Context: an optimization exercise on an open-source flow, tuned for small area and a short achievable clock period. The choices shown serve that exercise and are no tape-out recipe. RTL that was checked went through simulation tests only; none was proved equivalent to the original.

==> inputs of branch violet <==
// mul_pipe
module mul_pipe(clk, reset, X1, X2, X3, X4, Y1, Y2, Y3, Y4, ans);
	input clk, reset;
	input [31:0] X1, Y1, X2, Y2, X3, Y3, X4, Y4;
	output [31:0] ans;
	wire f32 = |X1[31:16];
	wire        s0_1, s0_2, s0_3, s0_4;
	wire [7:0]  e0_1, e0_2, e0_3, e0_4;
	wire [23:0] a0_1, a0_2, a0_3, a0_4, b0_1, b0_2, b0_3, b0_4;
	unpack u1(f32, X1, Y1, s0_1, e0_1, a0_1, b0_1);
	unpack u2(f32, X2, Y2, s0_2, e0_2, a0_2, b0_2);
	unpack u3(f32, X3, Y3, s0_3, e0_3, a0_3, b0_3);
	unpack u4(f32, X4, Y4, s0_4, e0_4, a0_4, b0_4);
	wire [32:0] l0_1;
	mul_lo ml1(a0_1, b0_1[8:0], l0_1);
	wire [32:0] l0_2;
	mul_lo ml2(a0_2, b0_2[8:0], l0_2);
	wire [32:0] l0_3;
	mul_lo ml3(a0_3, b0_3[8:0], l0_3);
	wire [32:0] l0_4;
	mul_lo ml4(a0_4, b0_4[8:0], l0_4);
	reg        s1_1, s1_2, s1_3, s1_4;
	reg [7:0]  e1_1, e1_2, e1_3, e1_4;
	reg [23:0] a1_1, a1_2, a1_3, a1_4;
	reg [14:0] b1_1, b1_2, b1_3, b1_4;
	reg [32:0] l1_1, l1_2, l1_3, l1_4;
	always @(posedge clk) begin
		s1_1 <= s0_1; s1_2 <= s0_2; s1_3 <= s0_3; s1_4 <= s0_4;
		e1_1 <= e0_1; e1_2 <= e0_2; e1_3 <= e0_3; e1_4 <= e0_4;
		a1_1 <= a0_1; a1_2 <= a0_2; a1_3 <= a0_3; a1_4 <= a0_4;
		b1_1 <= b0_1[23:9]; b1_2 <= b0_2[23:9]; b1_3 <= b0_3[23:9]; b1_4 <= b0_4[23:9];
		l1_1 <= l0_1; l1_2 <= l0_2; l1_3 <= l0_3; l1_4 <= l0_4;
	end
	wire [47:0] p1;
	mul_hi mh1(a1_1, b1_1, l1_1, p1);
	wire [47:0] p2;
	mul_hi mh2(a1_2, b1_2, l1_2, p2);
	wire [47:0] p3;
	mul_hi mh3(a1_3, b1_3, l1_3, p3);
	wire [47:0] p4;
	mul_hi mh4(a1_4, b1_4, l1_4, p4);
	wire       gt12, gt34, gtp;
	wire [5:0] sh12, sh34, shp;
	wire [7:0] m12, m34, mp;
	expcmp c12(e1_1, e1_2, gt12, sh12, m12);
	expcmp c34(e1_3, e1_4, gt34, sh34, m34);
	expcmp cp(m12, m34, gtp, shp, mp);
	reg [47:0] p2_1, p2_2, p2_3, p2_4;
	reg        s2_1, s2_2, s2_3, s2_4;
	reg        gt2_12, gt2_34, gt2_p;
	reg [5:0]  sh2_12, sh2_34, sh2_p;
	reg [7:0]  e2;
	always @(posedge clk) begin
		p2_1 <= p1; p2_2 <= p2; p2_3 <= p3; p2_4 <= p4;
		s2_1 <= s1_1; s2_2 <= s1_2; s2_3 <= s1_3; s2_4 <= s1_4;
  ...
==> module normpack, before the edit <==
module normpack(sgn, e, mag, ans);
	input sgn;
	input [7:0] e;
	input [49:0] mag;
	output [31:0] ans;
	reg [5:0] lzc;
	integer i;
	always @(*) begin
		lzc = 6'd50;
		for (i = 0; i < 50; i = i + 1)
			if (mag[i]) lzc = 6'd49 - i;
	end
	wire [49:0] norm = mag << lzc;
	wire [48:0] bl = norm[48:0];	 
	wire zero = ~|mag;
	wire flag = |mag[49:24];
	wire [7:0] ebase = flag ? e + 8'd3 : e + 8'd29;
	wire [7:0] ez = e + 8'd30;
	wire [7:0] eo = zero ? ez : ebase - {2'b0, lzc};
	wire f2 = flag & (|bl[48:26]);
	wire [22:0] x23 = bl[48:26];
	wire r23 = bl[25] & (bl[24] | (|bl[23:2]) | bl[26]);
	wire [22:0] a23;
	assign a23[0] = 1'b1;
	genvar k;
	generate for (k = 1; k < 23; k = k + 1) begin : g23
		assign a23[k] = &x23[k-1:0];
	end endgenerate
	wire [22:0] m23 = x23 ^ (a23 & {23{r23}});
	wire [20:0] w = flag ? bl[22:2] : bl[48:28];
	wire [9:0] x10 = w[20:11];
	wire r10 = w[10] & (w[9] | (|w[8:0]) | w[11]);
	wire [9:0] a10;
	assign a10[0] = 1'b1;
	generate for (k = 1; k < 10; k = k + 1) begin : g10
		assign a10[k] = &x10[k-1:0];
	end endgenerate
	wire [9:0] m10 = x10 ^ (a10 & {10{r10}});
	assign ans = f2 ? {sgn, eo, m23} : {16'b0, sgn, eo[4:0], m10};
endmodule
clock: 11.0 ns
lec_check: 0
cap_margin: 20
core_margin: 2
core_utilization: 55
cts_buf_list: sky130_fd_sc_hd__clkbuf_8
place_density: 0.7
setup_slack_margin: 3.4
slew_margin: 20
standard.sh (not shown) runs the stock make flow with config.mk's settings and CLKGATE_MAP_FILE= SYNTH_SCRIPT=/design/flow/synth_recipe.tcl, a recipe that flattens the netlist after the stock synthesis.
==> flow/flow/run.sh <==
#!/bin/bash
# Standard ORFS layout with one extra step between synthesis and floorplan:
# flow/polopt.py removes the inverters that Yosys' full-adder extraction leaves
# between adder cells (full adders are self-dual), without changing the logic
# function or any register. Everything else is the standard flow.
set -euo pipefail
R=orfs/results/${FLOW_PLATFORM}/mul_pipe/base
bash standard.sh synth > synth.log 2>&1
cp $R/1_2_yosys.v yosys_netlist.v
python3 flow/polopt.py yosys_netlist.v polopt_netlist.v > polopt.log 2>&1
cp polopt_netlist.v $R/1_2_yosys.v
touch $R/1_2_yosys.v
rm -f $R/1_synth.odb
bash standard.sh > layout.log 2>&1
Other scripts of this flow, unchanged in this note and not shown: flow/flow/polopt.py
==> inputs of branch amber, as changes to branch violet <==
--- a/flow/design.v
+++ b/flow/design.v
@@ -72,29 +72,35 @@
 	wire signed [49:0] sml_sh = sml >>> sh3;
 	wire [50:0] x = {big[49], big};
 	wire [50:0] y = {sml_sh[49], sml_sh};
 	wire [50:0] tot, totm1;
 	add_sk51 at(x, y, tot);
 	add_sk51 am(~(x ^ y), {x[49:0] | y[49:0], 1'b0}, totm1);
 	wire        sgn = tot[50];
 	wire [49:0] mag = sgn ? ~totm1[49:0] : tot[49:0];
+	wire [12:0] nz;
+	wire [25:0] lz;
+	nibsum ns(mag, nz, lz);
 	reg        sgn4;
 	reg [7:0]  e4;
 	reg [49:0] mag4;
+	reg [12:0] nz4;
+	reg [25:0] lz4;
 	always @(posedge clk or posedge reset) begin
 		if (reset) begin
 			sgn4 <= 1'b0; e4 <= 8'd0;
 		end else begin
 			sgn4 <= sgn; e4 <= e3;
 		end
 	end
-	always @(posedge clk)
-		mag4 <= mag;
-	normpack np(sgn4, e4, mag4, ans);
+	always @(posedge clk) begin
+		mag4 <= mag; nz4 <= nz; lz4 <= lz;
+	end
+	normpack np(sgn4, e4, mag4, nz4, lz4, ans);
 endmodule
 module unpack(f32, X, Y, s, e, a, b);
 	input f32;
 	input [31:0] X, Y;
 	output s;
 	output [7:0] e;
 	output [23:0] a, b;
 	assign s = f32 ? X[31] ^ Y[31] : X[15] ^ Y[15];
@@ -126,56 +132,80 @@
 	wire [47:0] sml = gt ? pb : pa;
 	wire sbig   = gt ? sa : sb;
 	wire ssmall = gt ? sb : sa;
 	wire [47:0] sml_sh = sml >> sh;
 	wire [49:0] x = {2'b0, big} ^ {50{sbig}};
 	wire [49:0] y = {2'b0, sml_sh} ^ {50{ssmall}};
 	assign q = x + y + {48'd0, sbig & ssmall, sbig ^ ssmall};
 endmodule
-module normpack(sgn, e, mag, ans);
+module normpack(sgn, e, mag, nz, lz, ans);
 	input sgn;
 	input [7:0] e;
 	input [49:0] mag;
+	input [12:0] nz;	 
+	input [25:0] lz;	 
 	output [31:0] ans;
-	reg [5:0] lzc;
+	reg [5:0] lzc52;
 	integer i;
 	always @(*) begin
-		lzc = 6'd50;
-		for (i = 0; i < 50; i = i + 1)
-			if (mag[i]) lzc = 6'd49 - i;
+		lzc52 = 6'd0;
+		for (i = 0; i < 13; i = i + 1)
+			if (nz[i]) lzc52 = {4'd12 - i[3:0], lz[2*i +: 2]};
 	end
-	wire [49:0] norm = mag << lzc;
+	wire [51:0] n52 = {2'b0, mag} << lzc52;
+	wire [49:0] norm = n52[51:2];
 	wire [48:0] bl = norm[48:0];	 
-	wire zero = ~|mag;
+	wire zero = ~|nz;
 	wire flag = |mag[49:24];
-	wire [7:0] ebase = flag ? e + 8'd3 : e + 8'd29;
+	wire [7:0] ebase = flag ? e + 8'd5 : e + 8'd31;
 	wire [7:0] ez = e + 8'd30;
-	wire [7:0] eo = zero ? ez : ebase - {2'b0, lzc};
+	wire [7:0] eo = zero ? ez : ebase - {2'b0, lzc52};
 	wire f2 = flag & (|bl[48:26]);
 	wire [22:0] x23 = bl[48:26];
 	wire r23 = bl[25] & (bl[24] | (|bl[23:2]) | bl[26]);
 	wire [22:0] a23;
 	assign a23[0] = 1'b1;
 	genvar k;
 	generate for (k = 1; k < 23; k = k + 1) begin : g23
 		assign a23[k] = &x23[k-1:0];
 	end endgenerate
 	wire [22:0] m23 = x23 ^ (a23 & {23{r23}});
-	wire [20:0] w = flag ? bl[22:2] : bl[48:28];
-	wire [9:0] x10 = w[20:11];
-	wire r10 = w[10] & (w[9] | (|w[8:0]) | w[11]);
-	wire [9:0] a10;
-	assign a10[0] = 1'b1;
-	generate for (k = 1; k < 10; k = k + 1) begin : g10
-		assign a10[k] = &x10[k-1:0];
-	end endgenerate
-	wire [9:0] m10 = x10 ^ (a10 & {10{r10}});
+	wire [9:0] m10a, m10b;
+	round10 ra(bl[48:28], m10a);
+	round10 rb(bl[22:2], m10b);
+	wire [9:0] m10 = flag ? m10b : m10a;
 	assign ans = f2 ? {sgn, eo, m23} : {16'b0, sgn, eo[4:0], m10};
 endmodule
+module nibsum(mag, nz, lz);
+	input [49:0] mag;
+	output [12:0] nz;
+	output [25:0] lz;
+	wire [51:0] m = {2'b0, mag};
+	genvar k;
+	generate for (k = 0; k < 13; k = k + 1) begin : g
+		wire [3:0] q = m[4*k+3:4*k];
+		assign nz[k] = |q;
+		assign lz[2*k+1] = ~(q[3] | q[2]);
+		assign lz[2*k] = ~q[3] & (q[2] | ~q[1]);
+	end endgenerate
+endmodule
+module round10(w, m);
+	input [20:0] w;
+	output [9:0] m;
+	wire [9:0] x = w[20:11];
+	wire r = w[10] & (w[9] | (|w[8:0]) | w[11]);
+	wire [9:0] a;
+	assign a[0] = 1'b1;
+	genvar k;
+	generate for (k = 1; k < 10; k = k + 1) begin : g
+		assign a[k] = &x[k-1:0];
+	end endgenerate
+	assign m = x ^ (a & {10{r}});
+endmodule
 module mul_lo(a, b, p);
 	input [23:0] a;
 	input [8:0] b;
 	output [32:0] p;
 	wire pp0_0, pp0_1, pp0_2, pp0_3, pp0_4, pp0_5, pp0_6, pp0_7, pp0_8, pp1_0, pp1_1, pp1_2, pp1_3, pp1_4, pp1_5, pp1_6;
 	wire pp1_7, pp1_8, pp2_0, pp2_1, pp2_2, pp2_3, pp2_4, pp2_5, pp2_6, pp2_7, pp2_8, pp3_0, pp3_1, pp3_2, pp3_3, pp3_4;
 	wire pp3_5, pp3_6, pp3_7, pp3_8, pp4_0, pp4_1, pp4_2, pp4_3, pp4_4, pp4_5, pp4_6, pp4_7, pp4_8, pp5_0, pp5_1, pp5_2;
 	wire pp5_3, pp5_4, pp5_5, pp5_6, pp5_7, pp5_8, pp6_0, pp6_1, pp6_2, pp6_3, pp6_4, pp6_5, pp6_6, pp6_7, pp6_8, pp7_0;
==> flow/flow/run.sh (replaced) <==
#!/bin/bash
# Standard ORFS layout with two changes:
# - flow/polopt.py runs between synthesis and floorplan. It removes the
#   inverters that Yosys' full-adder extraction leaves between adder cells
#   (full adders are self-dual), without changing the logic function or any
#   register.
# - every input and output port is still buffered, but with buf_2 instead of
#   the delay cell (clkdlybuf4s50_1) that buffer_ports picks by default; the
#   resizer cannot swap a delay cell for a faster buffer later.
# Everything else is the standard flow.
set -euo pipefail
R=orfs/results/${FLOW_PLATFORM}/mul_pipe/base
export BUFFER_PORTS_ARGS="-buffer_cell sky130_fd_sc_hd__buf_2"
bash standard.sh synth > synth.log 2>&1
cp $R/1_2_yosys.v yosys_netlist.v
python3 flow/polopt.py yosys_netlist.v polopt_netlist.v > polopt.log 2>&1
cp polopt_netlist.v $R/1_2_yosys.v
touch $R/1_2_yosys.v
rm -f $R/1_synth.odb
bash standard.sh > layout.log 2>&1
==> flow/config.mk (replaced) <==
export PLATFORM = sky130hd
export DESIGN_NAME = mul_pipe
export DESIGN_NICKNAME = mul_pipe
export VERILOG_FILES = /design/flow/design.v
export SDC_FILE = /design/flow/constraint.sdc
export NUM_CORES = 4
export LEC_CHECK = 0
export CAP_MARGIN = 20
export CORE_MARGIN = 2
export CORE_UTILIZATION = 55
export CTS_CLUSTER_DIAMETER = 120
export CTS_CLUSTER_SIZE = 32
export PLACE_DENSITY = 0.7
export SETUP_SLACK_MARGIN = 3.8
export SLEW_MARGIN = 20
export TNS_END_PERCENT = 10
==> inputs of branch onyx, as changes to branch violet <==
--- a/flow/design.v
+++ b/flow/design.v
@@ -155,27 +155,35 @@
 	wire r23 = bl[25] & (bl[24] | (|bl[23:2]) | bl[26]);
 	wire [22:0] a23;
 	assign a23[0] = 1'b1;
 	genvar k;
 	generate for (k = 1; k < 23; k = k + 1) begin : g23
 		assign a23[k] = &x23[k-1:0];
 	end endgenerate
 	wire [22:0] m23 = x23 ^ (a23 & {23{r23}});
-	wire [20:0] w = flag ? bl[22:2] : bl[48:28];
-	wire [9:0] x10 = w[20:11];
-	wire r10 = w[10] & (w[9] | (|w[8:0]) | w[11]);
-	wire [9:0] a10;
-	assign a10[0] = 1'b1;
-	generate for (k = 1; k < 10; k = k + 1) begin : g10
-		assign a10[k] = &x10[k-1:0];
-	end endgenerate
-	wire [9:0] m10 = x10 ^ (a10 & {10{r10}});
+	wire [9:0] m10a, m10b;
+	round10 ra(bl[48:28], m10a);
+	round10 rb(bl[22:2], m10b);
+	wire [9:0] m10 = flag ? m10b : m10a;
 	assign ans = f2 ? {sgn, eo, m23} : {16'b0, sgn, eo[4:0], m10};
 endmodule
+module round10(w, m);
+	input [20:0] w;
+	output [9:0] m;
+	wire [9:0] x = w[20:11];
+	wire r = w[10] & (w[9] | (|w[8:0]) | w[11]);
+	wire [9:0] a;
+	assign a[0] = 1'b1;
+	genvar k;
+	generate for (k = 1; k < 10; k = k + 1) begin : g
+		assign a[k] = &x[k-1:0];
+	end endgenerate
+	assign m = x ^ (a & {10{r}});
+endmodule
 module mul_lo(a, b, p);
 	input [23:0] a;
 	input [8:0] b;
 	output [32:0] p;
 	wire pp0_0, pp0_1, pp0_2, pp0_3, pp0_4, pp0_5, pp0_6, pp0_7, pp0_8, pp1_0, pp1_1, pp1_2, pp1_3, pp1_4, pp1_5, pp1_6;
 	wire pp1_7, pp1_8, pp2_0, pp2_1, pp2_2, pp2_3, pp2_4, pp2_5, pp2_6, pp2_7, pp2_8, pp3_0, pp3_1, pp3_2, pp3_3, pp3_4;
 	wire pp3_5, pp3_6, pp3_7, pp3_8, pp4_0, pp4_1, pp4_2, pp4_3, pp4_4, pp4_5, pp4_6, pp4_7, pp4_8, pp5_0, pp5_1, pp5_2;
 	wire pp5_3, pp5_4, pp5_5, pp5_6, pp5_7, pp5_8, pp6_0, pp6_1, pp6_2, pp6_3, pp6_4, pp6_5, pp6_6, pp6_7, pp6_8, pp7_0;
==> flow/config.mk (replaced) <==
export PLATFORM = sky130hd
export DESIGN_NAME = mul_pipe
export DESIGN_NICKNAME = mul_pipe
export VERILOG_FILES = /design/flow/design.v
export SDC_FILE = /design/flow/constraint.sdc
export NUM_CORES = 4
export LEC_CHECK = 0
export CAP_MARGIN = 20
export CORE_MARGIN = 2
export CORE_UTILIZATION = 65
export PLACE_DENSITY = 0.8
export SETUP_SLACK_MARGIN = 3.5
export SLEW_MARGIN = 20
export TNS_END_PERCENT = 10
==> comparison table <==
quantity                                                                                              branch amber                 branch onyx                branch violet
Core utilization of the finished layout                                                                     59.65%                      72.21%                       61.50%
Endpoint type of the worst setup path                                                               primary output                   flip-flop               primary output
Average cell area after synthesis                                                                      9.265 sq um                 9.244 sq um                  9.257 sq um
Count of multi-input combinational gates                                                                     10052                       10043                        10013
Detailed-router iteration count before antenna repair                                                            7                          10                            6
Ant diodes                                                                                                       9                          30                           10
Number of ordinary inverters in the final layout                                                               333                         305                          340
Clock-pin slew reported for the worst setup and hold paths after clock tree synthesis                      0.12 ns                     0.07 ns                      0.06 ns
GR Util met2                                                                                                52.97%                      66.73%                       54.47%
Clock Latency Late Sink                                                                                    0.71 ns                     0.76 ns                      0.93 ns
Share of final layout cell area taken by non-clock buffers                                                  3.678%                      5.399%                       5.480%
Fraction of final layout cells sized beyond drive strength 1                                                11.29%                      11.02%                       11.45%
Sum of met3 wire segment lengths after detailed routing                                                   36600 um                    44940 um                     44180 um
Number of cells on the worst reg-to-reg path                                                                    20                          22                           22
Result of the run                                                                         timing/DRC/antenna clean    timing/DRC/antenna clean     timing/DRC/antenna clean
Setup slack, reg-to-reg                                                                                    3.85 ns                     3.39 ns                      3.68 ns
Crit Path Class                                                                        flip-flop to primary output  primary input to flip-flop  flip-flop to primary output
Area occupied by multi-input gates                                                                     92110 sq um                 92280 sq um                  92120 sq um
Sequential cell area in the final layout                                                               15300 sq um                 14520 sq um                  14520 sq um
No functional check of the RTL was part of branch violet and branch onyx.

==> what the ideal ports hide <==
No port has a modelled driver above. Below, the same layouts with a new extraction and two added sets of constraints.
Step 1: set_driving_cell puts a clkbuf_16 on clk and a buf_2 on each other input, an assumption about the parent block.
Step 2 moves the port delays by t, midway between the first and last clock arrival at a register: inputs arrive t later, outputs are due t later. That takes back most of the time a late clock gives input paths.
Three values: ideal ports, drivers, drivers and shift; two values: the first two.
| run | t, ns | slack for setup (ns) | hold slack, ns | clock arrival spread, ns |
|---|---|---|---|---|
| branch violet | 0.986 | 3.079 / 2.989 / 2.550 | 0.308 / 0.308 / 0.308 | 0.077 / 0.078 |
| branch amber | 0.774 | 3.721 / 3.627 / 3.141 | 0.310 / 0.310 / 0.310 | 0.068 / 0.068 |
| branch onyx | 0.806 | 3.231 / 3.175 / 2.479 | 0.313 / 0.313 / 0.313 | 0.061 / 0.061 |
After both steps setup and hold are still met in every run listed. For branch onyx, which loses most, drivers alone change the setup slack by -0.056 ns; drivers and shift together by -0.752 ns.
